Context: an optimization exercise on an open-source flow, tuned for small area, a short achievable clock period and few clock cycles. The choices shown serve that exercise and are no tape-out recipe. Where RTL was checked, it was by simulation tests only, not by an equivalence proof against the original. Only the layout flow was run in run 6; the RTL was not checked for function there. No activity file was given, so power comes from the tool's default toggle rates.

===== design/flow/flow/run.sh =====
#!/bin/bash
export BUFFER_PORTS_ARGS="-buffer_cell sky130_fd_sc_hd__buf_1"
export SETUP_SLACK_MARGIN=5.5
bash standard.sh > standard.log 2>&1

===== design/flow/standard.sh =====
#!/bin/bash
# synth_recipe.tcl (not shown) runs the flow's synth.tcl, then flattens the netlist and writes it again
# the make line also repeats each setting of config.mk as NAME=value (left out here)
make -C /OpenROAD-flow-scripts/flow DESIGN_CONFIG=/design/flow/config.mk WORK_HOME=/design/flow/orfs CLKGATE_MAP_FILE= SYNTH_SCRIPT=/design/flow/synth_recipe.tcl "${@:-finish}"

===== design/flow/config.mk =====
export PLATFORM = sky130hd
export DESIGN_NAME = alu
export DESIGN_NICKNAME = alu
export VERILOG_FILES = /design/flow/design.v
export SDC_FILE = /design/flow/constraint.sdc
export NUM_CORES = 4
export LEC_CHECK = 0
export ABC_AREA = 1
export CAP_MARGIN = 20
export CORE_MARGIN = 2
export CORE_UTILIZATION = 40
export PLACE_DENSITY = 0.5
export SLEW_MARGIN = 20

===== design/flow/constraint.sdc =====
create_clock -name core_clock -period 11.0 [get_ports {clk}]
set_input_delay 2.2000 -clock core_clock [delete_from_list [all_inputs] [get_ports {clk}]]
set_output_delay 2.2000 -clock core_clock [all_outputs]
set_load 0.01 [all_outputs]

===== design/flow/design.v =====
module alu(
    input logic clk,
    input logic rst,
    input logic in_alu,
    input logic[31:0] operand1,
    input logic[31:0] operand2,
    input logic [5:0]operation,
    input logic[5:0]op,
    input logic [4:0]shamt,
    output logic[31:0] result,
    output logic out_alu
);
localparam logic [1:0] ST_IDLE = 2'd0, ST_MUL = 2'd1, ST_DINIT = 2'd2, ST_DIV = 2'd3;
logic [1:0]  st;
logic [4:0]  cnt;
logic [31:0] rem;      
logic [4:0]  bdr;      
logic        swp;      
wire [31:0] A = operand1;
wire [31:0] B = operand2;
wire [3:0]  oc = operation[3:0];
wire op_add = (oc == 4'd13);
wire op_sub = (oc == 4'd1);
wire op_lt  = (oc == 4'd4);
wire op_gt  = (oc == 4'd5);
wire op_eq  = (oc == 4'd6);
wire op_sll = (oc == 4'd2);
wire op_srl = (oc == 4'd3);
wire op_sra = (oc == 4'd7);
wire op_rol = (oc == 4'd8) | (oc == 4'd10);
wire op_ror = (oc == 4'd9);
wire op_mul = (oc == 4'd11);
wire op_div = (oc == 4'd12);
wire op_cmp = op_lt | op_gt | op_eq;
wire idle    = (st == ST_IDLE);
wire s_mul   = (st == ST_MUL);
wire s_dinit = (st == ST_DINIT);
wire s_div   = (st == ST_DIV);
function automatic [7:0] sign_groups(input [31:0] x);
    logic z, o;
    z = ~x[31];
    o = x[31];
    sign_groups[7] = 1'b1;
    for (int g = 6; g >= 0; g--) begin
        z = z & ~(|x[4*g+3 +: 4]);
        o = o & (&x[4*g+3 +: 4]);
        sign_groups[g] = z | o;
    end
endfunction
function automatic [4:0] group_bits(input [31:0] x, input [2:0] g);
    logic [32:0] xe;
    xe = {x, 1'b0};
    group_bits = xe[{g, 2'b00} +: 5];
endfunction
function automatic [7:0] top_group(input [31:0] x, input [7:0] sgn);
    logic [32:0] xe;
    logic [4:0] b;
    logic [2:0] t;
    xe = {x, 1'b0};
    b = 5'd0;
    t = 3'd0;
    for (int g = 0; g < 8; g++)
        if (sgn[g] & ((g == 0) | ~sgn[(g == 0) ? 0 : g-1])) begin
            b = b | xe[4*g +: 5];
            t = t | g[2:0];
        end
    top_group = {t, b};
endfunction
wire [7:0] sga = sign_groups(A);
wire [7:0] sgb = sign_groups(B);
wire [7:0] tga = top_group(A, sga);
wire [7:0] tgb = top_group(B, sgb);
wire       swp_n = |(sga & ~sgb);     
wire [2:0] t0 = swp_n ? tga[7:5] : tgb[7:5];
wire [4:0] bd0 = swp_n ? tga[4:0] : tgb[4:0];
wire [31:0] dsrc  = swp ? A : B;
wire [31:0] mcand = rem;
function automatic [32:0] booth_pp(input [2:0] d, input [31:0] a);
    logic one, two, neg;
    logic [31:0] m;
    one = d[1] ^ d[0];
    two = (d[2] & ~d[1] & ~d[0]) | (~d[2] & d[1] & d[0]);
    neg = d[2];
    m = one ? a : (two ? {a[30:0], 1'b0} : 32'd0);
    booth_pp = {neg, m ^ {32{neg}}};
endfunction
wire [32:0] pplo = booth_pp(bdr[2:0], mcand);
wire [32:0] pphi = booth_pp(bdr[4:2], mcand);
wire [31:0] mx = {result[27:0], 1'b0, pphi[32], 1'b0, pplo[32]};
wire [31:0] my = pplo[31:0];
wire [31:0] mz = {pphi[29:0], 2'b00};
wire [31:0] csa_s = mx ^ my ^ mz;
wire [31:0] csa_c = {(mx[30:0] & my[30:0]) | (mx[30:0] & mz[30:0]) | (my[30:0] & mz[30:0]), 1'b0};
wire do_sub = s_div ? ~rem[31] : (~s_mul & ~op_add);
wire [31:0] ax = s_mul ? csa_s : (s_div ? {rem[30:0], result[31]} : A);
wire [31:0] ay = s_mul ? csa_c : (B ^ {32{do_sub}});
wire [31:0] pp = ax ^ ay;
wire [31:0] gg = ax & ay;
logic [31:0] pg [0:5];
logic [31:0] gl [0:5];
assign gl[0] = {gg[31:1], gg[0] | (pp[0] & do_sub)};
assign pg[0] = {pp[31:1], 1'b0};
genvar lv, bi;
generate for (lv = 0; lv < 5; lv++) begin : g_lv
    for (bi = 0; bi < 32; bi++) begin : g_bi
        if (((bi >> lv) & 1) == 1) begin : g_op
            localparam integer J = ((bi >> lv) << lv) - 1;
            assign gl[lv+1][bi] = gl[lv][bi] | (pg[lv][bi] & gl[lv][J]);
            assign pg[lv+1][bi] = pg[lv][bi] & pg[lv][J];
        end else begin : g_pass
            assign gl[lv+1][bi] = gl[lv][bi];
            assign pg[lv+1][bi] = pg[lv][bi];
        end
    end
end endgenerate
wire [32:0] asum = {gl[5][31], pp ^ {gl[5][30:0], do_sub}};
wire borrow = ~asum[32];             
wire eq = &pp;                       
wire lt = borrow;
wire gt = ~borrow & ~eq;
wire cmp_bit = (op_lt & lt) | (op_gt & gt) | (op_eq & eq);
wire left = s_dinit | op_sll | op_rol;
wire [4:0] samt = s_dinit ? ~cnt : shamt;
wire [4:0] n = left ? (~samt + 5'd1) : samt;
wire [63:0] rr = {A, A} >> n;
wire [31:0] rot = rr[31:0];
logic [31:0] m;
genvar gj;
generate for (gj = 0; gj < 32; gj++) begin : g_mask
    assign m[gj] = left ? (5'(gj) >= samt) : ((6'(gj) + {1'b0, samt}) <= 6'd31);
end endgenerate
wire is_rot = op_rol | op_ror;
wire [31:0] shv = is_rot ? rot : ((rot & m) | (~m & {32{op_sra & A[31]}}));
function automatic [5:0] bitlen(input [31:0] x);
    bitlen = 6'd0;
    for (int j = 0; j < 32; j++) if (x[j]) bitlen = j[5:0] + 6'd1;
endfunction
wire [5:0] sdiff = bitlen(A) - bitlen(B);
logic [31:0] res_n;
logic        out_n;
logic [1:0]  st_n;
logic [4:0]  cnt_n;
always_comb begin
    res_n = asum[31:0];
    out_n = 1'b0;
    st_n  = st;
    cnt_n = cnt - 5'd1;
    case (st)
    ST_IDLE: begin
        out_n = 1'b1;
        if (op_cmp) res_n = {31'd0, cmp_bit};
        else if (op_mul) begin
            res_n = 32'd0;
            out_n = 1'b0;
            st_n = ST_MUL;
            cnt_n = {2'b00, t0};
        end else if (op_div) begin
            res_n = 32'd0;
            out_n = lt;
            st_n = lt ? ST_IDLE : ST_DINIT;
            cnt_n = sdiff[4:0];
        end else if (!(op_add | op_sub)) res_n = shv;
    end
    ST_MUL: begin
        if (cnt[2:0] == 3'd0) begin
            out_n = 1'b1;
            st_n = ST_IDLE;
        end
    end
    ST_DINIT: begin
        res_n = shv;           
        cnt_n = cnt;
        st_n = ST_DIV;
    end
    default: begin
        res_n = {result[30:0], ~asum[31]};
        if (cnt == 5'd0) begin
            out_n = 1'b1;
            st_n = ST_IDLE;
        end
    end
    endcase
end
always_ff @(posedge clk) begin
    result <= res_n;
    cnt <= cnt_n;
    if (idle)         rem <= swp_n ? B : A;
    else if (s_dinit) rem <= rot & ~m;
    else if (s_div)   rem <= asum[31:0];
    bdr <= idle ? bd0 : group_bits(dsrc, cnt[2:0] - 3'd1);
    swp <= idle ? swp_n : swp;
    if (rst | ~in_alu) begin
        st <= ST_IDLE;
        out_alu <= 1'b0;
    end else begin
        st <= st_n;
        out_alu <= out_n;
    end
end
endmodule

==> results.tsv, run 1 <==
stage	metric	value	unit
worst_setup_path	Worst EP required	11.08	ns
clock_network	Root Buffer	clkbuf_16	
worst_setup_path	launch point of the critical path	operand1[7]	
worst_setup_path	CP Max Fanout	6	
clock_network	CTS max path bufs	2	
floorplan	I/O Pins	117	
sta	Peak Freq	178	MHz
sta	Worst Max-Slew Pin Slew	1.17	ns
sta	final clock period utilization by the worst path	51.0	%
routing	routed via count	17545	
worst_setup_path	nature of the critical path endpoint	register	
hold_path	Hold EP	result[30]	
grt	vias in the first global route	15622	
cells_and_area	P&R area growth vs syn	16.1	%
routing	DRT antenna net count	0	
grt	largest net degree at the start of global routing	73	
floorplan	row count	68	
clock_network	H-tree Lvls	3	
logic_synthesis	Syn Std Cell Area	14000	µm²
clock_network	CTS tree	built	
hold_path	Hold Crit Depth	2	
sta	unrepaired setup endpoints after global routing	true	
worst_setup_path	Critical Path AT	5.69	ns
cells_and_area	leading cell type in the layout, fill and taps excluded	nand2_1	
logic_synthesis	cells after synthesis	2376	
place	placed cell area	14700	µm²
worst_setup_path	CP max-delay cell	xor2_2	
pwr	Static Leakage	7.27	nW
worst_setup_path	flop2flop setup slack	5.56	ns
logic_synthesis	syn nets	2542	
worst_setup_path	worst r2r dst	result[0]	
clock_network	Hold Buf Count CTS	0	
routing	# DRC	0	
grt	first-pass GRT wire length	105000	µm
worst_setup_path	CP Class	primary input to register	
worst_setup_path	delay-heaviest family, CP	simple AND/OR/NAND/NOR gates	
sta	final hold viol count	0	
logic_synthesis	YS warnings	3	
logic_synthesis	Post-synth EDFFs	38	
place	GPL Wtd Cong	1.01	
floorplan	Die W	191	µm
logic_synthesis	ys flop type	dfxtp_1	
floorplan	Starting Density	40.6	%
clock_network	TritonCTS Buffers	9	
clock_network	clk sinks	78	
clock_network	Clock transition at path regs	0.07	ns
logic_synthesis	#FFs+latches synth	78	
place	Port Buf Inserts	108	
cells_and_area	Post-Layout Inst Area	16200	µm²
cells_and_area	Final nets	2604	
sta	fin. max-slew vios	0	
cells_and_area	leading cell types in the layout, fill and taps excluded	nand2_1, inv_1, nor2_1	
routing	routed len/inst	25.4	µm
logic_synthesis	Seq/Total Area, Yosys	13.9	%
sta	Slew headroom	21.9	%
sta	Min Clock Period, post-route	5.61	ns
routing	initial drt markers	2111	
clock_network	worst-skew pair later-pin latency	0.37	ns
worst_setup_path	Max stage delay on crit path	0.34	ns
hold_path	critical hold path startpoint	result[29]	
floorplan	Die Ht	191	µm
cells_and_area	layout cell share with drive strength beyond 1	11.6	%
routing	Post-Route WL	73700	µm
pwr	cell area power density	137	nW/µm²
worst_setup_path	FF-to-FF path depth	25	
sta	final setup vio count	0	
job	Max Cap Viol	0	
status	outcome	no timing/DRC/antenna violations	
worst_setup_path	Worst Setup Start Kind	primary input	
floorplan	core footprint	34500	µm²
logic_synthesis	Mapped Avg Cell Area	5.89	µm²
worst_setup_path	worst reg2reg path startpoint	bdr[2]	
grt	initial antenna violation count	1	
routing	average vias per placed instance	6.05	
grt	grt ovf	0	
grt	Total GRT Usage	39.4	%
worst_setup_path	CP Buf/Inv Count	2	
logic_synthesis	synth unique cells	63	
routing	DR pass1 iterations	8	
cells_and_area	ANT cells	0	
sta	final setup skew	0.0176	ns
logic_synthesis	FFs w/ async S/R, synth	0	%
floorplan	Die ar.	36500	µm²
place	DP Wirelength	56700	µm
sta	Post-Route Setup TNS	0	ns
pwr	VDD IR max	0.0833	mV
worst_setup_path	Top cell by count, worst path	nand2_1	
hold_path	worst hold path class	register to register	
==> worst max path at each step <==
stage / to / cells past startpoint
after floorplan: rem[22] / 22
after global placement: result[0] / 27
after detailed placement: result[0] / 24
after CTS: result[0] / 27
after global routing: cnt[4] / 40
final: cnt[4] / 35
==> final cells by class <==
type | instances | area, µm²
fill | 3786 | 18200
multi-input combinational | 1813 | 10700
sequential | 78 | 1940
inverter | 355 | 1450
timing repair buffer | 177 | 1170
tap | 455 | 569
clock buffer | 10 | 239
clock inverter | 6 | 85.1
timing repair inverter | 4 | 36.3
==> Yosys cell counts, drive strengths merged (2+ instances only) <==
library cell,count,share of area [%]
nand3b,16,0.86
a221oi,10,0.63
clkinv,4,0.11
or2,16,0.72
a21oi,176,6.3
nand3,132,4.7
dfxtp,40,5.7
o2111ai,4,0.25
o311ai,2,0.13
o221ai,14,0.88
nor3,24,0.89
xnor2,9,0.56
a31oi,21,0.94
o21ai,316,12
a22oi,3,0.16
xor2,81,5.1
o22ai,99,4.4
o211ai,37,2.0
nor4,6,0.31
o32ai,3,0.19
o21bai,6,0.32
nand4,9,0.40
a311o,3,0.21
a311oi,2,0.13
fa,34,4.9
a211oi,6,0.36
ha,48,4.3
inv,351,9.5
nand2,506,14
o21a,20,1.1
edfxtp,38,8.2
a21o,6,0.32
o31ai,10,0.54
nor2,186,5.1
clkbuf,85,2.3
buf,45,1.9
==> metrics by stage <==
| step | hold slack (ns) | instances | total power [W] | worst slack [ns] | utilization (%) |
|---|---|---|---|---|---|
| after floorplan | 0.508 | 2376 | 0.00128 | 5.46 | - |
| after global placement | 0.484 | 2838 | 0.00172 | 3.97 | 42.6 |
| after detailed placement | 0.477 | 2838 | 0.00172 | 3.93 | 42.6 |
| after CTS | 0.494 | 2866 | 0.00211 | 5.47 | 44.7 |
| after global routing | 0.524 | 2898 | 0.00236 | 5.18 | 47.1 |
| final | 0.492 | 2898 | 0.00222 | 5.39 | 47.1 |
==> report_power, final <==
group | internal [W] | switching [W] | total [W]
Combinational | 0.000482 | 0.000944 | 0.00143
Clock | 0.000205 | 0.000145 | 0.000349
Sequential | 0.000366 | 0.0000806 | 0.000447
Total | 0.00105 | 0.00117 | 0.00222
==> sequential cells by signal, indices dropped and copies added (netlist names) <==
| register | cells |
|---|---|
| rem | 32 |
| result | 32 |
| bdr | 5 |
| st | 2 |
| swp | 1 |
| out_alu | 1 |
| cnt | 5 |
==> timing repair <==
action | 4_1_cts | 5_1_grt
setup endpoints to repair | 69 | 70
gates resized for setup | 92 | 168
cloned | 3 | 3
buffers inserted | 9 | 29
pin swaps | 16 | 37
==> per-layer routing <==
layer	vias up	global-route usage, %	share of wire, %
met5	-	0	0.020
met4	2	19.3	6.5
met3	193	9.36	11
met2	1039	59.9	42
met1	8180	52.0	41
li1	8131	-	-
==> worst min-delay path: cells and delay by family, from the launching register on <==
family | cells | cell delay [ns]
AND/OR/NAND/NOR | 1 | 0.09
AO/OA/AOI/OAI | 1 | 0.04
flip-flops | 1 | 0.31
==> kinds of logic after synthesis <==
family                   Yosys count  share of synthesized area, %
flip-flops                        78                          13.9
AND/OR/NAND/NOR                  896                          26.7
XOR/XNOR                          90                          5.69
buffers and inverters            485                          13.7
AO/OA/AOI/OAI                    744                          30.8
adder cells (fa/ha/maj)           82                          9.16
multiplexers                       1                        0.0715
Testbench counts, summed over its fixed seeds: cycles 4,604.
==> inputs of run 2 (changes only) <==
--- a/design/flow/config.mk
+++ b/design/flow/config.mk
@@ -9,5 +9,5 @@
 export CAP_MARGIN = 20
 export CORE_MARGIN = 2
 export CORE_UTILIZATION = 40
-export PLACE_DENSITY = 0.5
+export PLACE_DENSITY = 0.7
 export SLEW_MARGIN = 20
==> run 2 against run 1 <==
  * Still clean
  * Global-route usage down 2.6 points
  * Sequential power up 2%
  * Sequential share of layout area down 0.12 points
  * Setup slack better by 0.043 ns
  * Critical path type unchanged
==> results.tsv, run 2 <==
stage	metric	value	unit	change
status	outcome	no timing/DRC/antenna violations		unchanged
grt	grt ovf	0		unchanged
logic_synthesis	Seq/Total Area, Yosys	13.9	%	unchanged
routing	Post-Route WL	69400	µm	was 73700 µm
worst_setup_path	Worst Setup Start Kind	primary input		unchanged
sta	Slew headroom	26.3	%	was 21.9%
pwr	cell area power density	136	nW/µm²	was 137 nW/µm²
place	worst slack at placement	3.83	ns	was 3.93 ns
routing	met1 WL	26200	µm	was 30200 µm
hold_path	worst hold path class	register to register		unchanged
cells_and_area	Top Registers	rem x32, result x32		unchanged
place	Port Buf Inserts	108		unchanged
clock_network	H-tree Lvls	3		unchanged
routing	initial drt markers	2738		was 2111
clock_network	Root Buffer	clkbuf_16		unchanged
grt	largest net degree at the start of global routing	75		was 73
pwr	P_int	0.00106	W	was 0.00105 W
clock_network	clk sinks	78		unchanged
routing	average vias per placed instance	6.21		was 6.05
hold_path	Hold EP	result[31]		was result[30]
worst_setup_path	CP Max Fanout	7		was 6
floorplan	Die W	191	µm	unchanged
worst_setup_path	worst r2r dst	result[17]		was result[0]
place	DP Wirelength	52500	µm	was 56700 µm
cells_and_area	leading cell type in the layout, fill and taps excluded	nand2_1		unchanged
sta	Worst Max-Slew Pin Slew	1.10	ns	was 1.17 ns
worst_setup_path	critical path, cell by cell	buf_12 -> nor2_4 -> inv_2 -> o21ai_4 -> o21ai_4 -> buf_12 -> inv_12 -> nand2_1 -> nand3_2 -> o21ai_2 -> inv_1 -> ha_4 -> a21o_1 -> a21oi_2 -> o21bai_1 -> a21oi_2 -> o21a_4 -> inv_4 -> fa_2 -> xnor2_2 -> nor2_2 -> nor2_1 -> a311o_1 -> a21oi_1		
hold_path	critical hold path startpoint	result[30]		was result[29]
logic_synthesis	FFs w/ async S/R, synth	0	%	unchanged
pwr	VDD IR max	0.0864	mV	was 0.0833 mV
routing	# DRC	0		unchanged
logic_synthesis	Post-synth EDFFs	38		unchanged
floorplan	Die Ht	191	µm	unchanged
grt	first-pass GRT wire length	100000	µm	was 105000 µm
routing	Top Layer Used	met5		unchanged
cells_and_area	post-layout util	47.6	%	was 47.1%
grt	Total GRT Usage	36.8	%	was 39.4%
worst_setup_path	Critical Path AT	5.87	ns	was 5.69 ns
routing	met2 WL	29000	µm	was 30800 µm
worst_setup_path	Worst EP required	11.31	ns	was 11.08 ns
floorplan	row count	68		unchanged
sta	final clock period utilization by the worst path	50.6	%	was 51.0%
worst_setup_path	CP Class	primary input to register		unchanged
logic_synthesis	syn nets	2542		unchanged
logic_synthesis	top area cells in the synthesized netlist	nand2_1, inv_1, edfxtp_1		unchanged
logic_synthesis	cells after synthesis	2376		unchanged
logic_synthesis	synth unique cells	63		unchanged
routing	metal3 WL	9030	µm	was 7940 µm
pwr	Flop pwr share	20.4	%	was 20.1%
clock_network	worst-skew pair later-pin latency	0.37	ns	about the same
logic_synthesis	Syn Std Cell Area	14000	µm²	unchanged
logic_synthesis	Synth area leader	nand2_1		unchanged
floorplan	Die ar.	36500	µm²	unchanged
cells_and_area	Final nets	2615		was 2604
sta	fin. max-slew vios	0		unchanged
worst_setup_path	Max stage delay on crit path	0.40	ns	was 0.34 ns
pwr	Static Leakage	7.35	nW	was 7.27 nW
pwr	switching share of total power	52.4	%	was 52.6%
sta	Min Clock Period, post-route	5.56	ns	was 5.61 ns
logic_synthesis	ys flop type	dfxtp_1		unchanged
sta	final hold viol count	0		unchanged
floorplan	Starting Density	40.6	%	unchanged
grt	initial antenna violation count	2		was 1
worst_setup_path	launch point of the critical path	operation[1]		was operand1[7]
worst_setup_path	delay-heaviest family, CP	compound AO/OA/AOI/OAI gates		was simple AND/OR/NAND/NOR gates
floorplan	I/O Pins	117		unchanged
sta	Peak Freq	180	MHz	was 178 MHz
sta	final setup vio count	0		unchanged
pwr	Sw Pwr	0.00117	W	about the same
worst_setup_path	CP max-delay cell	a311o_1		was xor2_2
clock_network	Hold Buf Count CTS	0		unchanged
place	GPL Wtd Cong	1.06		was 1.01
worst_setup_path	worst reg2reg path startpoint	bdr[4]		was bdr[2]
logic_synthesis	commonest cells in the netlist	nand2_1, inv_1, nor2_1		unchanged
floorplan	core footprint	34500	µm²	unchanged
routing	DRT antenna net count	0		unchanged
pwr	clock share of power	15.9	%	was 15.7%
cells_and_area	P&R area growth vs syn	17.3	%	was 16.1%
pwr	Gate power share	63.7	%	was 64.2%
worst_setup_path	FF-to-FF path depth	21		was 25
routing	routed len/inst	23.8	µm	was 25.4 µm
logic_synthesis	#FFs+latches synth	78		unchanged
worst_setup_path	flop2flop setup slack	5.59	ns	was 5.56 ns
sta	final setup skew	0.0172	ns	was 0.0176 ns
grt	vias in the first global route	15998		was 15622
cells_and_area	FILL cells	3569		was 3786
worst_setup_path	nature of the critical path endpoint	register		unchanged
routing	routed via count	18075		was 17545
sta	Post-Route Setup TNS	0	ns	unchanged
logic_synthesis	YS warnings	3		unchanged
logic_synthesis	most frequent cell after synthesis	nand2_1		unchanged
job	Max Cap Viol	0		unchanged
clock_network	TritonCTS Buffers	9		unchanged
routing	DR pass1 iterations	6		was 8
worst_setup_path	CP Buf/Inv Count	6		was 2
cells_and_area	leading cell types in the layout, fill and taps excluded	nand2_1, inv_1, nor2_1		unchanged
clock_network	CTS tree	built		unchanged
hold_path	Hold Crit Depth	2		unchanged
sta	Final WS setup	5.44	ns	was 5.39 ns
sta	unrepaired setup endpoints after global routing	true		unchanged
clock_network	CTS max path bufs	2		unchanged
cells_and_area	layout cell share with drive strength beyond 1	12.6	%	was 11.6%
clock_network	Clock transition at path regs	0.08	ns	was 0.07 ns
logic_synthesis	Synth top area share	13.5	%	unchanged
logic_synthesis	Mapped Avg Cell Area	5.89	µm²	unchanged
run 2: cell counts after synthesis:
No cell type changed its count.
run 2: logic make-up (layout without fill, tap and decap cells):
logic type / Yosys count / after routing / share of synthesized area, %
AOI/OAI and AO/OA: 744 / 745 / 30.8
other: 0 / 2 / 0
buffers and inverters: 485 / 562 / 13.7
muxes: 1 / 1 / 0.0715
and+or+nand+nor: 896 / 896 / 26.7
xor gates and xnor gates: 90 / 90 / 5.69
adders and majority gates: 82 / 82 / 9.16
DFF: 78 / 78 / 13.9
run 2: final cells by class:
class | count | area (µm²) | area share [%]
timing repair buffer | 188 | 1220 | 7.46
tap | 455 | 569 | 3.47
clock buffer | 9 | 225 | 1.37
multi-input combinational | 1814 | 10900 | 66.3
sequential | 78 | 1940 | 11.8
timing repair inverter | 3 | 32.5 | 0.198
clock inverter | 7 | 103 | 0.625
antenna | 2 | 5.00 | 0.0305
inverter | 355 | 1430 | 8.72
run 2: through the flow:
step | power, W | std cells | area [µm²] | hold WS (ns)
global placement | 0.00167 | 2835 | 14600 | 0.503
floorplan | 0.00128 | 2376 | 14000 | 0.508
global route | 0.00235 | 2909 | 16400 | 0.571
CTS | 0.00209 | 2870 | 15500 | 0.512
finish | 0.00223 | 2911 | 16400 | 0.533
detailed placement | 0.00169 | 2835 | 14600 | 0.501
run 2: worst reg2reg max path, stage by stage, from the launching register on:
cell      delay, ns
dfxtp_2        1.01
nor2_1         0.16
a21oi_2        0.15
buf_4          0.34
o22ai_1        0.17
xor2_1         0.17
fa_1           0.54
o22ai_1        0.08
a21oi_1        0.26
ha_4           0.26
a21o_1         0.19
a21oi_1        0.14
nor2_1         0.08
a211oi_4       0.22
o21a_4         0.24
inv_4          0.06
fa_2           0.35
xnor2_2        0.16
nor2_2         0.16
nor2_1         0.06
a311o_1        0.40
a21oi_1        0.14
run 2: worst max path at each step:
stage	endpoint	slack (ns)	depth (start not counted)
2_1_floorplan	rem[22]	5.46	22
3_3_place_gp	result[0]	3.91	27
3_5_place_dp	result[17]	3.83	25
4_1_cts	result[17]	5.50	23
5_1_grt	cnt[4]	5.31	40
6_report	result[17]	5.44	24
run 2: timing repair:
item,CTS,global route
setup buffers,15,37
pin swaps,22,66
endpoints found under the setup margin,71,66
hold endpoints to repair,0,0
gates resized for setup,96,183
gates cloned,4,2
run 2: power groups by stage:
| stage | logic (W) | clock network (W) | registers (W) |
|---|---|---|---|
| 2_1_floorplan | 0.000856 | 0 | 0.000423 |
| 3_3_place_gp | 0.00121 | 0 | 0.000457 |
| 3_5_place_dp | 0.00123 | 0 | 0.000457 |
| 4_1_cts | 0.00128 | 0.000352 | 0.000451 |
| 5_1_grt | 0.00153 | 0.000361 | 0.000458 |
| 6_report | 0.00142 | 0.000356 | 0.000455 |
run 2: routing by layer:
metal | track usage (%) | vias to the layer above
met3 | 9.18 | 260
li1 | - | 8156
met2 | 55.1 | 1364
met5 | 0 | -
met4 | 22.5 | 4
met1 | 47.3 | 8291
==> inputs of run 3 (changes only) <==
==> design/flow/flow/run.sh (replaced) <==
#!/bin/bash
export BUFFER_PORTS_ARGS="-buffer_cell sky130_fd_sc_hd__buf_1"
export SETUP_SLACK_MARGIN=5.25
bash standard.sh > standard.log 2>&1
--- a/design/flow/config.mk
+++ b/design/flow/config.mk
@@ -9,5 +9,5 @@
 export CAP_MARGIN = 20
 export CORE_MARGIN = 2
 export CORE_UTILIZATION = 40
-export PLACE_DENSITY = 0.7
+export PLACE_DENSITY = 0.6
 export SLEW_MARGIN = 20
==> run 3 against run 2 <==
  * Power is 3.1% lower
  * Still clean
  * Critical endpoint unchanged
  * Largest cell class unchanged
  * Non-clock buffer count increased by 3
  * Clock skew decreased by 0.0023 ns
  * Critical path type unchanged
  * Hold slack got worse by 0.034 ns
  * Setup slack lost 0.20 ns
  * Combinational power barely moved
  * Routed wire length increased by 1.0%
  * Area after synthesis unchanged
==> results.tsv, run 3 <==
stage	metric	value	unit	change
status	outcome	no timing/DRC/antenna violations		unchanged
logic_synthesis	top area cells in the synthesized netlist	nand2_1, inv_1, edfxtp_1		unchanged
logic_synthesis	FFs w/ async S/R, synth	0	%	unchanged
routing	initial drt markers	2389		was 2738
clock_network	worst-skew pair later-pin latency	0.36	ns	was 0.37 ns
logic_synthesis	#FFs+latches synth	78		unchanged
grt	grt ovf	0		unchanged
sta	Slew headroom	35.8	%	was 26.3%
sta	fin. max-slew vios	0		unchanged
grt	first-pass GRT wire length	101000	µm	was 100000 µm
worst_setup_path	flop2flop setup slack	5.29	ns	was 5.59 ns
logic_synthesis	most frequent cell after synthesis	nand2_1		unchanged
sta	Final WS setup	5.24	ns	was 5.44 ns
place	GPL Wtd Cong	1.04		was 1.06
pwr	Static Leakage	7.23	nW	was 7.35 nW
cells_and_area	Top Registers	rem x32, result x32		unchanged
routing	average vias per placed instance	6.07		was 6.21
worst_setup_path	launch point of the critical path	operation[0]		was operation[1]
sta	final clock period utilization by the worst path	52.4	%	was 50.6%
worst_setup_path	Worst EP required	11.29	ns	was 11.31 ns
hold_path	Hold EP	result[31]		unchanged
sta	final setup skew	0.0150	ns	was 0.0172 ns
floorplan	core footprint	34500	µm²	unchanged
floorplan	Die ar.	36500	µm²	unchanged
logic_synthesis	ys flop type	dfxtp_1		unchanged
clock_network	Clock transition at path regs	0.06	ns	was 0.08 ns
pwr	VDD IR max	0.0873	mV	was 0.0864 mV
grt	initial antenna violation count	1		was 2
worst_setup_path	Top cell by count, worst path	a21oi_2		
floorplan	I/O Pins	117		unchanged
routing	Post-Route WL	70100	µm	was 69400 µm
worst_setup_path	Critical Path AT	6.05	ns	was 5.87 ns
logic_synthesis	Post-synth EDFFs	38		unchanged
cells_and_area	layout cell share with drive strength beyond 1	10.7	%	was 12.6%
worst_setup_path	CP Class	primary input to register		unchanged
worst_setup_path	Max stage delay on crit path	0.42	ns	was 0.40 ns
cells_and_area	leading cell type in the layout, fill and taps excluded	nand2_1		unchanged
logic_synthesis	Synth area leader	nand2_1		unchanged
grt	Total GRT Usage	37.4	%	was 36.8%
routing	routed len/inst	24.1	µm	was 23.8 µm
hold_path	worst hold path class	register to register		unchanged
place	worst slack at placement	3.43	ns	was 3.83 ns
logic_synthesis	cells after synthesis	2376		unchanged
sta	Min Clock Period, post-route	5.76	ns	was 5.56 ns
logic_synthesis	Syn Std Cell Area	14000	µm²	unchanged
hold_path	Hold Crit Depth	2		unchanged
logic_synthesis	syn nets	2542		unchanged
floorplan	Die W	191	µm	unchanged
grt	vias in the first global route	15800		was 15998
routing	routed via count	17688		was 18075
place	DP Wirelength	53900	µm	was 52500 µm
routing	DRT antenna net count	0		unchanged
logic_synthesis	commonest cells in the netlist	nand2_1, inv_1, nor2_1		unchanged
floorplan	row count	68		unchanged
sta	unrepaired setup endpoints after global routing	true		unchanged
clock_network	H-tree Lvls	3		unchanged
logic_synthesis	YS warnings	3		unchanged
logic_synthesis	Synth top area share	13.5	%	unchanged
worst_setup_path	CP max-delay cell	a311o_1		unchanged
floorplan	Starting Density	40.6	%	unchanged
floorplan	Die Ht	191	µm	unchanged
worst_setup_path	Worst Setup Start Kind	primary input		unchanged
worst_setup_path	worst r2r dst	result[17]		unchanged
cells_and_area	Final nets	2618		was 2615
pwr	cell area power density	135	nW/µm²	was 136 nW/µm²
clock_network	CTS max path bufs	2		unchanged
clock_network	CTS tree	built		unchanged
place	Port Buf Inserts	108		unchanged
logic_synthesis	Mapped Avg Cell Area	5.89	µm²	unchanged
clock_network	TritonCTS Buffers	9		unchanged
worst_setup_path	CP Max Fanout	6		was 7
clock_network	Root Buffer	clkbuf_16		unchanged
cells_and_area	leading cell types in the layout, fill and taps excluded	nand2_1, inv_1, nor2_1		unchanged
routing	DR pass1 iterations	6		unchanged
sta	Peak Freq	174	MHz	was 180 MHz
hold_path	critical hold path startpoint	result[30]		unchanged
logic_synthesis	synth unique cells	63		unchanged
sta	final hold viol count	0		unchanged
sta	final setup vio count	0		unchanged
cells_and_area	footprint of the multi-input gates	10600	µm²	was 10900 µm²
worst_setup_path	nature of the critical path endpoint	register		unchanged
job	Max Cap Viol	0		unchanged
clock_network	clk sinks	78		unchanged
sta	Post-Route Setup TNS	0	ns	unchanged
sta	Worst Max-Slew Pin Slew	0.961	ns	was 1.10 ns
cells_and_area	P&R area growth vs syn	14.7	%	was 17.3%
grt	largest net degree at the start of global routing	74		was 75
cells_and_area	register area	1940	µm²	unchanged
logic_synthesis	Seq/Total Area, Yosys	13.9	%	unchanged
worst_setup_path	worst reg2reg path startpoint	st[0]		was bdr[4]
cells_and_area	post-layout util	46.6	%	was 47.6%
worst_setup_path	FF-to-FF path depth	20		was 21
cells_and_area	FILL cells	3712		was 3569
routing	# DRC	0		unchanged
-- run 3: cells by family after synthesis --
family / Yosys count / share of synthesized area [%]
multiplexers: 1 / 0.0715
AO/OA/AOI/OAI: 744 / 30.8
buffers and inverters: 485 / 13.7
XOR/XNOR: 90 / 5.69
AND/OR/NAND/NOR: 896 / 26.7
flip-flops: 78 / 13.9
adder cells (fa/ha/maj): 82 / 9.16
-- run 3: layout make-up --
| class | instances | area share (%) |
|---|---|---|
| Inverter | 355 | 8.70 |
| Antenna cell | 1 | 0.0156 |
| Tap cell | 455 | 3.55 |
| Sequential cell | 78 | 12.1 |
| Timing Repair Buffer | 191 | 7.44 |
| Clock buffer | 13 | 1.62 |
| Timing Repair inverter | 3 | 0.140 |
| Multi-Input combinational cell | 1814 | 66.2 |
| Clock inverter | 3 | 0.265 |
-- run 3: worst max-delay path by stage --
stage / depth (start not counted) / endpoint / slack [ns]
4_1_cts: 16 / result[22] / 5.26
3_3_place_gp: 26 / result[0] / 3.42
5_1_grt: 39 / cnt[4] / 5.11
2_1_floorplan: 22 / rem[22] / 5.28
6_report: 26 / result[17] / 5.24
3_5_place_dp: 26 / result[0] / 3.43
-- run 3: through the flow --
stage / power (W) / hold WS, ns / cells / area [µm²]
after floorplan: 0.00128 / 0.508 / 2376 / 14000
after global placement: 0.00168 / 0.489 / 2838 / 14600
after detailed placement: 0.00169 / 0.485 / 2838 / 14600
after CTS: 0.00204 / 0.495 / 2870 / 15300
after global routing: 0.00229 / 0.569 / 2912 / 16000
final: 0.00216 / 0.499 / 2913 / 16100
-- run 3: repair_timing --
item                       4_1_cts  5_1_grt
setup buffers                   11       41
setup endpoints to repair       67       64
hold buffers                     0        0
gates resized for setup         55      135
gates cloned                     5        1
pin swaps                       12       47
-- run 3: power breakdown --
group          total, W  internal [W]  switching [W]
sequential     0.000447      0.000367      0.0000802
combinational   0.00139      0.000473       0.000919
clock          0.000324      0.000189       0.000135
total           0.00216       0.00103        0.00114
-- run 3: worst max-delay path, delay by kind of cell --
family | cells | cell delay [ns]
AOI/OAI and AO/OA | 10 | 1.66
buffers and inverters | 8 | 0.98
adders and majority gates | 2 | 0.65
and+or+nand+nor | 5 | 0.37
xor gates and xnor gates | 1 | 0.18
-- run 3: routing by layer --
layer	vias up	part of all wire [%]	track usage, %
met5	-	0	0
met2	1096	42	56.7
met1	8261	40	48.8
met3	175	12	10.3
met4	0	5.5	17.8
li1	8156	-	-
==> inputs of run 4 (changes only) <==
==> design/flow/flow/run.sh (replaced) <==
#!/bin/bash
export BUFFER_PORTS_ARGS="-buffer_cell sky130_fd_sc_hd__buf_1"
export SETUP_SLACK_MARGIN=5.75
bash standard.sh > standard.log 2>&1
==> run 4 against run 3 <==
  * Still clean
  * Global-route usage rose by 2.7 points
  * Utilization grew 2.5 points
  * Sequential share of layout area is 0.59 points lower
  * Clock power increased by 14%
  * Via count up 0.85%
  * Largest power group unchanged
==> results.tsv, run 4 <==
stage	metric	value	unit	change
pwr	Static Leakage	7.48	nW	was 7.23 nW
clock_network	H-tree Lvls	3		unchanged
grt	met2 usage	60.9	%	was 56.7%
pwr	VDD IR max	0.0871	mV	was 0.0873 mV
clock_network	Clock transition at path regs	0.07	ns	was 0.06 ns
cells_and_area	register area	1950	µm²	was 1940 µm²
pwr	Gate power share	64.9	%	was 64.4%
logic_synthesis	most frequent cell after synthesis	nand2_1		unchanged
status	outcome	no timing/DRC/antenna violations		unchanged
cells_and_area	footprint of the multi-input gates	11300	µm²	was 10600 µm²
floorplan	Die ar.	36500	µm²	unchanged
worst_setup_path	Critical Path AT	5.93	ns	was 6.05 ns
logic_synthesis	YS warnings	3		unchanged
logic_synthesis	Synth area leader	nand2_1		unchanged
grt	first-pass GRT wire length	107000	µm	was 101000 µm
logic_synthesis	Post-synth EDFFs	38		unchanged
floorplan	Die W	191	µm	unchanged
pwr	cell area power density	138	nW/µm²	was 135 nW/µm²
logic_synthesis	commonest cells in the netlist	nand2_1, inv_1, nor2_1		unchanged
worst_setup_path	CP max-delay cell	a311o_1		unchanged
routing	routed len/inst	25.4	µm	was 24.1 µm
logic_synthesis	synth unique cells	63		unchanged
place	Port Buf Inserts	108		unchanged
clock_network	Root Buffer	clkbuf_16		unchanged
grt	vias in the first global route	16160		was 15800
cells_and_area	FILL cells	3632		was 3712
logic_synthesis	Synth top area share	13.5	%	unchanged
worst_setup_path	Max stage delay on crit path	0.41	ns	was 0.42 ns
sta	Worst Max-Slew Pin Slew	1.14	ns	was 0.961 ns
logic_synthesis	Seq/Total Area, Yosys	13.9	%	unchanged
grt	largest net degree at the start of global routing	84		was 74
sta	final setup skew	0.0131	ns	was 0.0150 ns
place	DP Wirelength	56300	µm	was 53900 µm
routing	# DRC	0		unchanged
routing	average vias per placed instance	6.11		was 6.07
clock_network	Hold Buf Count CTS	0		unchanged
clock_network	TritonCTS Buffers	9		unchanged
floorplan	core footprint	34500	µm²	unchanged
worst_setup_path	nature of the critical path endpoint	register		unchanged
sta	final setup vio count	0		unchanged
cells_and_area	P&R area growth vs syn	20.8	%	was 14.7%
sta	Peak Freq	178	MHz	was 174 MHz
logic_synthesis	Syn Std Cell Area	14000	µm²	unchanged
floorplan	I/O Pins	117		unchanged
grt	grt ovf	0		unchanged
grt	initial antenna violation count	1		unchanged
worst_setup_path	worst reg2reg path startpoint	bdr[2]		was st[0]
floorplan	Starting Density	40.6	%	unchanged
hold_path	worst hold path class	register to register		unchanged
hold_path	critical hold path startpoint	result[29]		was result[30]
cells_and_area	Final nets	2624		was 2618
logic_synthesis	Mapped Avg Cell Area	5.89	µm²	unchanged
logic_synthesis	ys flop type	dfxtp_1		unchanged
routing	Post-Route WL	74200	µm	was 70100 µm
sta	Slew headroom	24.0	%	was 35.8%
cells_and_area	Post-Layout Inst Area	16900	µm²	was 16100 µm²
worst_setup_path	Worst EP required	11.30	ns	was 11.29 ns
logic_synthesis	#FFs+latches synth	78		unchanged
cells_and_area	leading cell types in the layout, fill and taps excluded	nand2_1, inv_1, nor2_1		unchanged
clock_network	worst-skew pair later-pin latency	0.37	ns	was 0.36 ns
sta	Post-Route Setup TNS	0	ns	unchanged
routing	initial drt markers	2187		was 2389
worst_setup_path	delay-heaviest family, CP	compound AO/OA/AOI/OAI gates		unchanged
pwr	P_int	0.00112	W	was 0.00103 W
worst_setup_path	CP Buf/Inv Count	5		was 8
pwr	Sw Pwr	0.00121	W	was 0.00114 W
floorplan	Die Ht	191	µm	unchanged
worst_setup_path	critical path, cell by cell	buf_8 -> nor2_4 -> inv_2 -> o21ai_4 -> o21ai_4 -> buf_12 -> inv_16 -> nand2_1 -> a32oi_2 -> ha_4 -> a21oi_2 -> nand2_4 -> a211oi_4 -> o21a_4 -> inv_4 -> fa_2 -> xnor2_2 -> nor2_2 -> nor2_1 -> a311o_1 -> a21oi_2		
routing	DR pass1 iterations	6		unchanged
worst_setup_path	Worst Setup Start Kind	primary input		unchanged
pwr	switching share of total power	51.8	%	was 52.5%
hold_path	Hold EP	result[30]		was result[31]
worst_setup_path	flop2flop setup slack	5.53	ns	was 5.29 ns
grt	Total GRT Usage	40.1	%	was 37.4%
grt	grt met1 use	53.6	%	was 48.8%
worst_setup_path	worst r2r dst	result[17]		unchanged
sta	Min Clock Period, post-route	5.63	ns	was 5.76 ns
sta	unrepaired setup endpoints after global routing	true		unchanged
clock_network	CTS max path bufs	2		unchanged
pwr	clock share of power	15.8	%	was 15.0%
logic_synthesis	FFs w/ async S/R, synth	0	%	unchanged
logic_synthesis	syn nets	2542		unchanged
cells_and_area	post-layout util	49.0	%	was 46.6%
clock_network	CTS tree	built		unchanged
sta	fin. max-slew vios	0		unchanged
grt	gr busiest metal	met2		unchanged
hold_path	Hold Crit Depth	2		unchanged
worst_setup_path	FF-to-FF path depth	24		was 20
logic_synthesis	cells after synthesis	2376		unchanged
grt	M3 GR Usage	8.24	%	was 10.3%
worst_setup_path	CP Max Fanout	7		was 6
cells_and_area	layout cell share with drive strength beyond 1	15.3	%	was 10.7%
cells_and_area	ANT cells	0		was 1
clock_network	clk sinks	78		unchanged
logic_synthesis	top area cells in the synthesized netlist	nand2_1, inv_1, edfxtp_1		unchanged
routing	routed via count	17839		was 17688
sta	final clock period utilization by the worst path	51.2	%	was 52.4%
job	Max Cap Viol	0		unchanged
floorplan	row count	68		unchanged
pwr	Flop pwr share	19.4	%	was 20.7%
worst_setup_path	CP Class	primary input to register		unchanged
cells_and_area	leading cell type in the layout, fill and taps excluded	nand2_1		unchanged
cells_and_area	Top Registers	rem x32, result x32		unchanged
routing	DRT antenna net count	0		unchanged
sta	final hold viol count	0		unchanged
place	placed cell area	14700	µm²	was 14600 µm²
place	GPL Wtd Cong	1.00		was 1.04
[run 4: cell count changes in the layout (fill, tap and decap cells not counted), moves of 11 or more]
cell	change
nand2_1	-16
o21ai_2	+15
o21ai_0	-32
buf_6	+12
a21oi_2	+12
o21ai_1	+11
buf_2	+13
a21oi_1	-14
[run 4: worst max-delay path by stage]
stage,from,endpoint,depth (start not counted)
2_1_floorplan,operation[0],rem[22],22
3_3_place_gp,operation[0],result[0],27
3_5_place_dp,operation[0],result[0],27
4_1_cts,operation[1],result[17],23
5_1_grt,operand1[2],cnt[4],41
6_report,operation[1],result[17],21
[run 4: layout make-up]
cell class	count	share of cell area, %
Multi-Input combinational cell	1813	66.6
Timing Repair inverter	4	0.200
Sequential cell	78	11.5
Inverter	355	8.50
Clock buffer	12	1.40
Tap cell	455	3.37
Timing Repair Buffer	197	7.85
Clock inverter	4	0.563
[run 4: per-layer routing]
metal	part of all wire [%]	wire, µm
met4	5.8	4320
met1	41	30500
met2	43	31600
met5	0	0
met3	10	7790
[run 4: metrics by stage]
step	setup slack (ns)	cells	total power, W	hold slack (ns)
global route	5.14	2918	0.00247	0.545
floorplan	5.48	2376	0.00128	0.508
CTS	5.54	2896	0.00219	0.501
finish	5.37	2918	0.00234	0.520
global placement	3.78	2838	0.00171	0.489
detailed placement	3.70	2838	0.00171	0.484
[run 4: cells by family (layout without fill, tap and decap cells)]
family          Yosys count  after routing  synth area share [%]
flops                    78             78                  13.9
compound gates          744            744                  30.8
simple gates            896            896                  26.7
xor+xnor                 90             90                  5.69
mux                       1              1                0.0715
fa+ha+maj                82             82                  9.16
buf+inv                 485            572                  13.7
[run 4: timing repair]
item	in CTS	in global routing
setup buffers	36	21
pin swaps	58	51
gates resized for setup	232	132
cloned	6	0
setup endpoints to repair	74	70
[run 4: tightest hold or removal path, delay by kind of cell, from the launching register on]
family,cells,cell delay (ns)
AOI/OAI and AO/OA,1,0.05
DFF,1,0.31
and+or+nand+nor,1,0.11
[run 4: power groups by stage]
stage               clock, W  sequential [W]  combinational [W]
floorplan                  0        0.000423           0.000857
global placement           0        0.000454            0.00125
detailed placement         0        0.000454            0.00125
CTS                 0.000363        0.000448            0.00138
global route        0.000370        0.000456            0.00164
finish              0.000368        0.000452            0.00152
==> inputs of run 5 (changes only) <==
==> design/flow/flow/run.sh (replaced) <==
#!/bin/bash
export BUFFER_PORTS_ARGS="-buffer_cell sky130_fd_sc_hd__buf_1"
export SETUP_SLACK_MARGIN=5.5
bash standard.sh > standard.log 2>&1
--- a/design/flow/config.mk
+++ b/design/flow/config.mk
@@ -9,5 +9,7 @@
 export CAP_MARGIN = 20
 export CORE_MARGIN = 2
 export CORE_UTILIZATION = 40
+export CTS_CLUSTER_DIAMETER = 100
+export CTS_CLUSTER_SIZE = 40
 export PLACE_DENSITY = 0.6
 export SLEW_MARGIN = 20
==> run 5 against run 4 <==
  * Design area fell by 4.6%
  * First-iteration DRC count up 2.8%
  * Sequential power barely moved
  * Power fell by 6.2%
  * Area after synthesis is the same
  * Die area unchanged
  * Setup slack gained 0.11 ns
  * Synthesized cell count unchanged
  * Routed wire length fell by 3.1%
  * Highest routed layer is now met5
==> results.tsv, run 5 <==
stage	metric	value	unit	change
status	outcome	no timing/DRC/antenna violations		unchanged
sta	Slew headroom	25.9	%	was 24.0%
grt	vias in the first global route	15921		was 16160
hold_path	critical hold path startpoint	result[29]		unchanged
routing	average vias per placed instance	6.08		was 6.11
clock_network	CTS max path bufs	2		unchanged
sta	final clock period utilization by the worst path	50.1	%	was 51.2%
grt	grt ovf	0		unchanged
clock_network	Hold Buf Count CTS	0		unchanged
worst_setup_path	CP Max Fanout	5		was 7
logic_synthesis	Synth top area share	13.5	%	unchanged
grt	first-pass GRT wire length	103000	µm	was 107000 µm
pwr	cell area power density	136	nW/µm²	was 138 nW/µm²
cells_and_area	P&R area growth vs syn	15.2	%	was 20.8%
place	Port Buf Inserts	108		unchanged
sta	Peak Freq	181	MHz	was 178 MHz
sta	Worst Max-Slew Pin Slew	1.11	ns	was 1.14 ns
pwr	Gate power share	64.3	%	was 64.9%
job	Max Cap Viol	0		unchanged
logic_synthesis	ys flop type	dfxtp_1		unchanged
cells_and_area	leading cell types in the layout, fill and taps excluded	nand2_1, inv_1, nor2_1		unchanged
floorplan	row count	68		unchanged
logic_synthesis	top area cells in the synthesized netlist	nand2_1, inv_1, edfxtp_1		unchanged
worst_setup_path	launch point of the critical path	operand2[8]		was operation[1]
logic_synthesis	commonest cells in the netlist	nand2_1, inv_1, nor2_1		unchanged
worst_setup_path	nature of the critical path endpoint	register		unchanged
grt	largest net degree at the start of global routing	92		was 84
floorplan	Die ar.	36500	µm²	unchanged
logic_synthesis	most frequent cell after synthesis	nand2_1		unchanged
clock_network	CTS tree	built		unchanged
floorplan	Die W	191	µm	unchanged
sta	WHS	0.532	ns	was 0.520 ns
logic_synthesis	syn nets	2542		unchanged
sta	final hold viol count	0		unchanged
worst_setup_path	Worst EP required	11.08	ns	was 11.30 ns
pwr	VDD IR max	0.0759	mV	was 0.0871 mV
worst_setup_path	worst r2r dst	rem[27]		was result[17]
logic_synthesis	Syn Std Cell Area	14000	µm²	unchanged
cells_and_area	layout cell share with drive strength beyond 1	11.2	%	was 15.3%
pwr	Flop pwr share	20.7	%	was 19.4%
clock_network	Clock transition at path regs	0.06	ns	was 0.07 ns
pwr	clock share of power	14.9	%	was 15.8%
logic_synthesis	Synth area leader	nand2_1		unchanged
sta	final setup skew	0.00985	ns	was 0.0131 ns
cells_and_area	Final nets	2600		was 2624
worst_setup_path	Max stage delay on crit path	0.34	ns	was 0.41 ns
routing	routed via count	17587		was 17839
clock_network	clk sinks	78		unchanged
floorplan	Die Ht	191	µm	unchanged
worst_setup_path	CP Class	primary input to register		unchanged
worst_setup_path	flop2flop setup slack	5.64	ns	was 5.53 ns
cells_and_area	Top Registers	rem x32, result x32		unchanged
logic_synthesis	synth unique cells	63		unchanged
logic_synthesis	#FFs+latches synth	78		unchanged
routing	DR pass1 iterations	7		was 6
pwr	Sw Pwr	0.00116	W	was 0.00121 W
routing	routed len/inst	24.8	µm	was 25.4 µm
sta	final setup vio count	0		unchanged
logic_synthesis	Mapped Avg Cell Area	5.89	µm²	unchanged
routing	Post-Route WL	71900	µm	was 74200 µm
grt	Total GRT Usage	38.7	%	was 40.1%
worst_setup_path	delay-heaviest family, CP	simple AND/OR/NAND/NOR gates		was compound AO/OA/AOI/OAI gates
routing	initial drt markers	2249		was 2187
worst_setup_path	Worst Setup Start Kind	primary input		unchanged
cells_and_area	ANT cells	0		unchanged
logic_synthesis	cells after synthesis	2376		unchanged
cells_and_area	leading cell type in the layout, fill and taps excluded	nand2_1		unchanged
logic_synthesis	YS warnings	3		unchanged
worst_setup_path	CP Capture Point	cnt[4]		was result[17]
routing	# DRC	0		unchanged
floorplan	Starting Density	40.6	%	unchanged
clock_network	H-tree Lvls	3		unchanged
worst_setup_path	Critical Path AT	5.59	ns	was 5.93 ns
place	GPL Wtd Cong	1.02		was 1.00
sta	unrepaired setup endpoints after global routing	true		unchanged
worst_setup_path	CP Buf/Inv Count	2		was 5
place	DP Wirelength	55500	µm	was 56300 µm
worst_setup_path	number of cells on the critical path	33		was 21
sta	Min Clock Period, post-route	5.51	ns	was 5.63 ns
hold_path	worst hold path class	register to register		unchanged
worst_setup_path	Top cell by count, worst path	nand2_1		
sta	fin. max-slew vios	0		unchanged
worst_setup_path	worst reg2reg path startpoint	bdr[4]		was bdr[2]
pwr	switching share of total power	53.1	%	was 51.8%
worst_setup_path	CP max-delay cell	buf_1		was a311o_1
floorplan	core footprint	34500	µm²	unchanged
clock_network	worst-skew pair later-pin latency	0.36	ns	was 0.37 ns
grt	initial antenna violation count	3		was 1
logic_synthesis	Seq/Total Area, Yosys	13.9	%	unchanged
clock_network	Root Buffer	clkbuf_16		unchanged
floorplan	I/O Pins	117		unchanged
worst_setup_path	FF-to-FF path depth	24		unchanged
routing	DRT antenna net count	0		unchanged
logic_synthesis	Post-synth EDFFs	38		unchanged
clock_network	TritonCTS Buffers	9		unchanged
pwr	Static Leakage	7.22	nW	was 7.48 nW
logic_synthesis	FFs w/ async S/R, synth	0	%	unchanged
pwr	P_int	0.00103	W	was 0.00112 W
sta	Post-Route Setup TNS	0	ns	unchanged
run 5: cell counts after synthesis:
No cell type changed its count.
run 5: cell type report:
cell class,count,area [µm²]
clock buffer,12,246
sequential,78,1940
timing repair inverter,3,38.8
tap,455,569
inverter,355,1420
timing repair buffer,173,1070
clock inverter,4,55.1
fill,3703,18300
multi-input combinational,1814,10800
run 5: kinds of logic (layout without fill, tap and decap cells):
group	count (synthesis)	after routing	synth area share (%)
buffers and inverters	485	547	13.7
xor gates and xnor gates	90	90	5.69
DFF	78	78	13.9
and+or+nand+nor	896	896	26.7
muxes	1	1	0.0715
adders and majority gates	82	82	9.16
AOI/OAI and AO/OA	744	745	30.8
run 5: routing by layer:
| layer | vias up | share of wire (%) | wire (µm) | global-route usage, % |
|---|---|---|---|---|
| met4 | 6 | 7.4 | 5290 | 24.8 |
| met1 | 8249 | 41 | 29100 | 50.2 |
| li1 | 8120 | - | - | - |
| met2 | 1005 | 42 | 29900 | 57.9 |
| met3 | 207 | 10 | 7520 | 8.37 |
| met5 | - | 0.049 | 35 | 0 |
run 5: power groups by stage:
stage          clock, W  sequential, W  combinational, W
6_report       0.000327       0.000454           0.00141
5_1_grt        0.000338       0.000458           0.00154
4_1_cts        0.000326       0.000450           0.00130
3_5_place_dp          0       0.000457           0.00125
3_3_place_gp          0       0.000457           0.00124
2_1_floorplan         0       0.000423          0.000856
run 5: worst min path at each step:
stage / cells past startpoint / endpoint / slack (ns)
2_1_floorplan: 2 / result[29] / 0.51
3_3_place_gp: 2 / result[30] / 0.51
3_5_place_dp: 2 / result[30] / 0.51
4_1_cts: 2 / result[30] / 0.52
5_1_grt: 2 / result[30] / 0.55
6_report: 2 / result[30] / 0.53
run 5: worst min-delay path: cells and delay by family (launching register included):
kind	cells	cell delay, ns
DFF	1	0.34
and+or+nand+nor	1	0.11
AOI/OAI and AO/OA	1	0.04
run 5: repair_timing:
action / CTS / global route
setup endpoints to repair: 71 / 67
cloned: 5 / 1
pin swaps: 15 / 56
buffers inserted: 8 / 24
endpoints found under the hold margin: 0 / 0
gates resized for setup: 96 / 147
run 5: through the flow:
stage                     cells  worst slack [ns]  util [%]  total power (W)  instance area (µm²)
after detailed placement   2840              3.85      42.6          0.00170                14700
after CTS                  2869              5.46      44.7          0.00208                15400
final                      2894              5.49      46.8          0.00219                16100
after floorplan            2376              5.46         -          0.00128                14000
after global placement     2840              3.89      42.6          0.00170                14700
after global routing       2894              5.23      46.8          0.00233                16100
==> inputs of run 6 (changes only) <==
--- a/design/flow/design.v
+++ b/design/flow/design.v
@@ -91,7 +91,7 @@
 wire [31:0] mz = {pphi[29:0], 2'b00};
 wire [31:0] csa_s = mx ^ my ^ mz;
 wire [31:0] csa_c = {(mx[30:0] & my[30:0]) | (mx[30:0] & mz[30:0]) | (my[30:0] & mz[30:0]), 1'b0};
-wire do_sub = s_div ? ~rem[31] : (~s_mul & ~op_add);
+wire do_sub = s_div ? ~rem[31] : (~s_mul & ~(oc[3] & oc[0]));
 wire [31:0] ax = s_mul ? csa_s : (s_div ? {rem[30:0], result[31]} : A);
 wire [31:0] ay = s_mul ? csa_c : (B ^ {32{do_sub}});
 wire [31:0] pp = ax ^ ay;
--- a/design/flow/config.mk
+++ b/design/flow/config.mk
@@ -9,7 +9,5 @@
 export CAP_MARGIN = 20
 export CORE_MARGIN = 2
 export CORE_UTILIZATION = 40
-export CTS_CLUSTER_DIAMETER = 100
-export CTS_CLUSTER_SIZE = 40
 export PLACE_DENSITY = 0.6
 export SLEW_MARGIN = 20
==> run 6 against run 5 <==
  * Hold slack better by 0.015 ns
  * Non-clock buffer count is 13 higher
  * Synthesized cell count is 0.51% lower
  * Utilization is 0.29 points lower
  * Largest cell class unchanged
  * Largest power group unchanged
==> results.tsv, run 6 <==
stage	metric	value	unit	change
worst_setup_path	worst reg2reg path startpoint	st[0]		was bdr[4]
pwr	Static Leakage	7.26	nW	was 7.22 nW
cells_and_area	leading cell types in the layout, fill and taps excluded	nand2_1, inv_1, a21oi_1		was nand2_1, inv_1, nor2_1
logic_synthesis	Synth area leader	nand2_1		unchanged
floorplan	I/O Pins	117		unchanged
pwr	switching share of total power	53.0	%	was 53.1%
worst_setup_path	Critical Path AT	5.63	ns	was 5.59 ns
cells_and_area	Top Registers	rem x32, result x32		unchanged
floorplan	row count	68		unchanged
sta	final clock period utilization by the worst path	50.4	%	was 50.1%
logic_synthesis	xor and xnor area share after synthesis	5.69	%	about the same
pwr	cell area power density	140	nW/µm²	was 136 nW/µm²
clock_network	CTS tree	built		unchanged
logic_synthesis	Syn Std Cell Area	14000	µm²	about the same
sta	Slew headroom	30.2	%	was 25.9%
grt	grt ovf	0		unchanged
logic_synthesis	commonest cells in the netlist	nand2_1, inv_1, a21oi_1		was nand2_1, inv_1, nor2_1
worst_setup_path	worst r2r dst	rem[31]		was rem[27]
clock_network	Clock transition at path regs	0.07	ns	was 0.06 ns
job	Max Cap Viol	0		unchanged
hold_path	Hold EP	result[14]		was result[30]
logic_synthesis	top area cells in the synthesized netlist	nand2_1, inv_1, edfxtp_1		unchanged
sta	final hold viol count	0		unchanged
grt	grt met1 use	56.5	%	was 50.2%
pwr	clock share of power	15.4	%	was 14.9%
clock_network	clk sinks	78		unchanged
sta	Post-Route Setup TNS	0	ns	unchanged
cells_and_area	P&R area growth vs syn	14.6	%	was 15.2%
routing	Post-Route WL	75200	µm	was 71900 µm
logic_synthesis	cells after synthesis	2364		was 2376
status	outcome	no timing/DRC/antenna violations		unchanged
clock_network	worst-skew pair later-pin latency	0.36	ns	about the same
floorplan	Die Ht	191	µm	about the same
sta	unrepaired setup endpoints after global routing	true		unchanged
worst_setup_path	Worst Setup Start Kind	primary input		unchanged
logic_synthesis	Post-synth EDFFs	38		unchanged
pwr	P_int	0.00106	W	was 0.00103 W
logic_synthesis	post-synthesis simple-gate area fraction	26.4	%	was 26.7%
place	DP Wirelength	56600	µm	was 55500 µm
logic_synthesis	synth unique cells	58		was 63
logic_synthesis	Synth top area share	13.5	%	about the same
grt	Total GRT Usage	40.0	%	was 38.7%
worst_setup_path	Worst EP required	11.09	ns	was 11.08 ns
pwr	Flop pwr share	19.7	%	was 20.7%
grt	largest net degree at the start of global routing	77		was 92
logic_synthesis	most frequent cell after synthesis	nand2_1		unchanged
routing	routed via count	17945		was 17587
cells_and_area	Final nets	2604		was 2600
logic_synthesis	#FFs+latches synth	78		unchanged
worst_setup_path	nature of the critical path endpoint	register		unchanged
sta	final setup vio count	0		unchanged
grt	first-pass GRT wire length	107000	µm	was 103000 µm
clock_network	TritonCTS Buffers	9		unchanged
logic_synthesis	Adder-Cell Fraction of Synth Area	9.15	%	was 9.16%
clock_network	H-tree Lvls	3		unchanged
worst_setup_path	CP Class	primary input to register		unchanged
sta	Worst Max-Slew Pin Slew	1.04	ns	was 1.11 ns
worst_setup_path	FF-to-FF path depth	26		was 24
routing	DRT antenna net count	0		unchanged
hold_path	Hold Crit Depth	2		unchanged
logic_synthesis	Compound-Gate Fraction of Synth Area	30.6	%	was 30.8%
sta	fin. max-slew vios	0		unchanged
grt	M3 GR Usage	7.29	%	was 8.37%
routing	DR pass1 iterations	6		was 7
logic_synthesis	FFs w/ async S/R, synth	0	%	unchanged
sta	Min Clock Period, post-route	5.54	ns	was 5.51 ns
grt	met2 usage	58.6	%	was 57.9%
floorplan	Die W	191	µm	about the same
floorplan	core footprint	34500	µm²	about the same
floorplan	Die ar.	36500	µm²	about the same
grt	initial antenna violation count	3		unchanged
grt	gr busiest metal	met2		unchanged
clock_network	Hold Buf Count CTS	0		unchanged
logic_synthesis	Seq/Total Area, Yosys	13.9	%	about the same
logic_synthesis	main combinational cell family by area after synthesis	compound AO/OA/AOI/OAI gates		unchanged
pwr	Sw Pwr	0.00119	W	was 0.00116 W
routing	initial drt markers	2621		was 2249
place	Post-Place Cells	2834		was 2840
logic_synthesis	syn nets	2530		was 2542
logic_synthesis	ys flop type	dfxtp_1		unchanged
sta	final setup skew	0.0156	ns	was 0.00985 ns
hold_path	critical hold path startpoint	result[13]		was result[29]
cells_and_area	final cell count without fillers	2902		was 2894
logic_synthesis	YS warnings	3		unchanged
pwr	VDD IR max	0.125	mV	was 0.0759 mV
place	Port Buf Inserts	108		unchanged
worst_setup_path	CP Max Fanout	6		was 5
place	GPL Wtd Cong	1.04		was 1.02
floorplan	Starting Density	40.6	%	about the same
routing	average vias per placed instance	6.18		was 6.08
logic_synthesis	mux cell area share after synthesis	0.143	%	was 0.0715%
clock_network	CTS max path bufs	2		unchanged
cells_and_area	leading cell type in the layout, fill and taps excluded	nand2_1		unchanged
logic_synthesis	Mapped Avg Cell Area	5.93	µm²	was 5.89 µm²
pwr	Gate power share	64.9	%	was 64.3%
grt	vias in the first global route	15598		was 15921
clock_network	Root Buffer	clkbuf_16		unchanged
sta	Peak Freq	181	MHz	about the same
cells_and_area	layout cell share with drive strength beyond 1	10.7	%	was 11.2%
worst_setup_path	flop2flop setup slack	5.52	ns	was 5.64 ns
hold_path	worst hold path class	register to register		unchanged
routing	# DRC	0		unchanged
routing	routed len/inst	25.9	µm	was 24.8 µm
[run 6: cell types whose count changed after synthesis, sizes merged, moves of 5 or more]
cell / change
o211ai: +13
inv: +10
o22ai: +5
nor2: -16
o21ai: -11
xnor2: +5
clkbuf: -7
[run 6: critical path: stages]
cell	delay, ns
buf_12	0.09
inv_12	0.03
o21ai_4	0.27
nand2_8	0.14
inv_16	0.10
nor2_4	0.03
nor3_2	0.15
inv_1	0.09
fa_2	0.36
fa_2	0.35
inv_2	0.07
nand3_2	0.06
nand2_2	0.08
nand2_2	0.06
o211ai_1	0.18
a21boi_2	0.12
o21ai_2	0.18
inv_2	0.12
o21bai_4	0.20
a21oi_4	0.12
o21ai_4	0.20
a21oi_2	0.10
xor2_2	0.23
o21ai_1	0.09
[run 6: repair_timing]
item	4_1_cts	5_1_grt
endpoints found under the setup margin	71	71
pin swaps	15	20
buffers inserted	22	19
resized for setup	64	104
gates cloned	5	2
[run 6: through the flow]
stage / hold WS (ns) / area [µm²] / util (%) / total power [W] / setup slack (ns)
detailed placement: 0.538 / 14700 / 42.7 / 0.00175 / 3.50
finish: 0.547 / 16100 / 46.5 / 0.00225 / 5.46
global placement: 0.535 / 14700 / 42.7 / 0.00174 / 3.47
CTS: 0.552 / 15500 / 44.9 / 0.00214 / 5.47
floorplan: 0.508 / 14100 / - / 0.00130 / 5.36
global route: 0.581 / 16100 / 46.5 / 0.00238 / 5.34
[run 6: cell type report]
class / instances / area, µm²
diodes: 4 / 10.0
flip-flops and latches: 78 / 1940
fillers: 3807 / 18500
multi-input cells: 1796 / 10600
inverters: 365 / 1440
repair buffers: 186 / 1190
clock inverters: 7 / 97.6
well taps: 455 / 569
clock buffers: 9 / 225
repair inverters: 2 / 16.3
[run 6: cells by family after synthesis]
logic type,after synthesis
buffers and inverters,492
muxes,2
AOI/OAI and AO/OA,735
and+or+nand+nor,884
DFF,78
adders and majority gates,82
xor gates and xnor gates,91
[run 6: worst max-delay path by stage]
stage | startpoint | end | slack, ns
after floorplan | operation[0] | rem[31] | 5.36
after global placement | operation[0] | rem[31] | 3.47
after detailed placement | operation[0] | rem[31] | 3.50
after CTS | operation[3] | rem[31] | 5.47
after global routing | operand1[8] | cnt[4] | 5.34
final | operation[0] | rem[31] | 5.46
[run 6: metal layers]
layer	routed length [µm]	vias to the layer above
li1	-	8128
met1	31000	8479
met2	31400	1167
met3	8770	171
met4	4030	0
met5	0	-
[run 6: power groups by stage]
stage	clock network, W	logic, W	registers, W
6_report	0.000348	0.00146	0.000444
5_1_grt	0.000358	0.00157	0.000447
4_1_cts	0.000349	0.00135	0.000441
3_5_place_dp	0	0.00130	0.000448
3_3_place_gp	0	0.00129	0.000449
2_1_floorplan	0	0.000879	0.000425

afterwards: timing with drivers on the ports:
How much do the figures lean on ideal ports? The routed layouts below were timed once more, with nothing changed but the port constraints.
Step 1 assumes that a clkbuf_16 drives the clock port and a buf_2 every other input.
Step 2, shift: input delay + t, output delay - t, t = (earliest + latest rising clock arrival at the registers) / 2. This alone moves slack from input paths to output paths.
Three values: ideal, step 1, step 2; two values: the first two.
| run | t, ns | setup slack, ns | hold slack, ns | latest minus earliest clock arrival (ns) | cell pins on the clock port's net |
|---|---|---|---|---|---|
| run 1 | 0.419 | 5.394 / 5.421 / 5.002 | 0.492 / 0.492 / 0.492 | 0.018 / 0.018 | 1 |
| run 2 | 0.410 | 5.437 / 5.433 / 5.023 | 0.533 / 0.533 / 0.533 | 0.017 / 0.017 | 1 |
| run 3 | 0.409 | 5.240 / 5.249 / 4.840 | 0.499 / 0.499 / 0.499 | 0.015 / 0.015 | 1 |
| run 4 | 0.411 | 5.371 / 5.363 / 4.952 | 0.520 / 0.520 / 0.520 | 0.013 / 0.014 | 1 |
| run 5 | 0.404 | 5.486 / 5.496 / 5.092 | 0.532 / 0.532 / 0.532 | 0.010 / 0.010 | 1 |
| run 6 | 0.400 | 5.461 / 5.444 / 5.044 | 0.547 / 0.547 / 0.547 | 0.016 / 0.016 | 1 |
After both steps setup and hold are still met in every run listed. For run 4, which loses most, drivers alone change the setup slack by -0.008 ns; drivers and shift together by -0.419 ns.
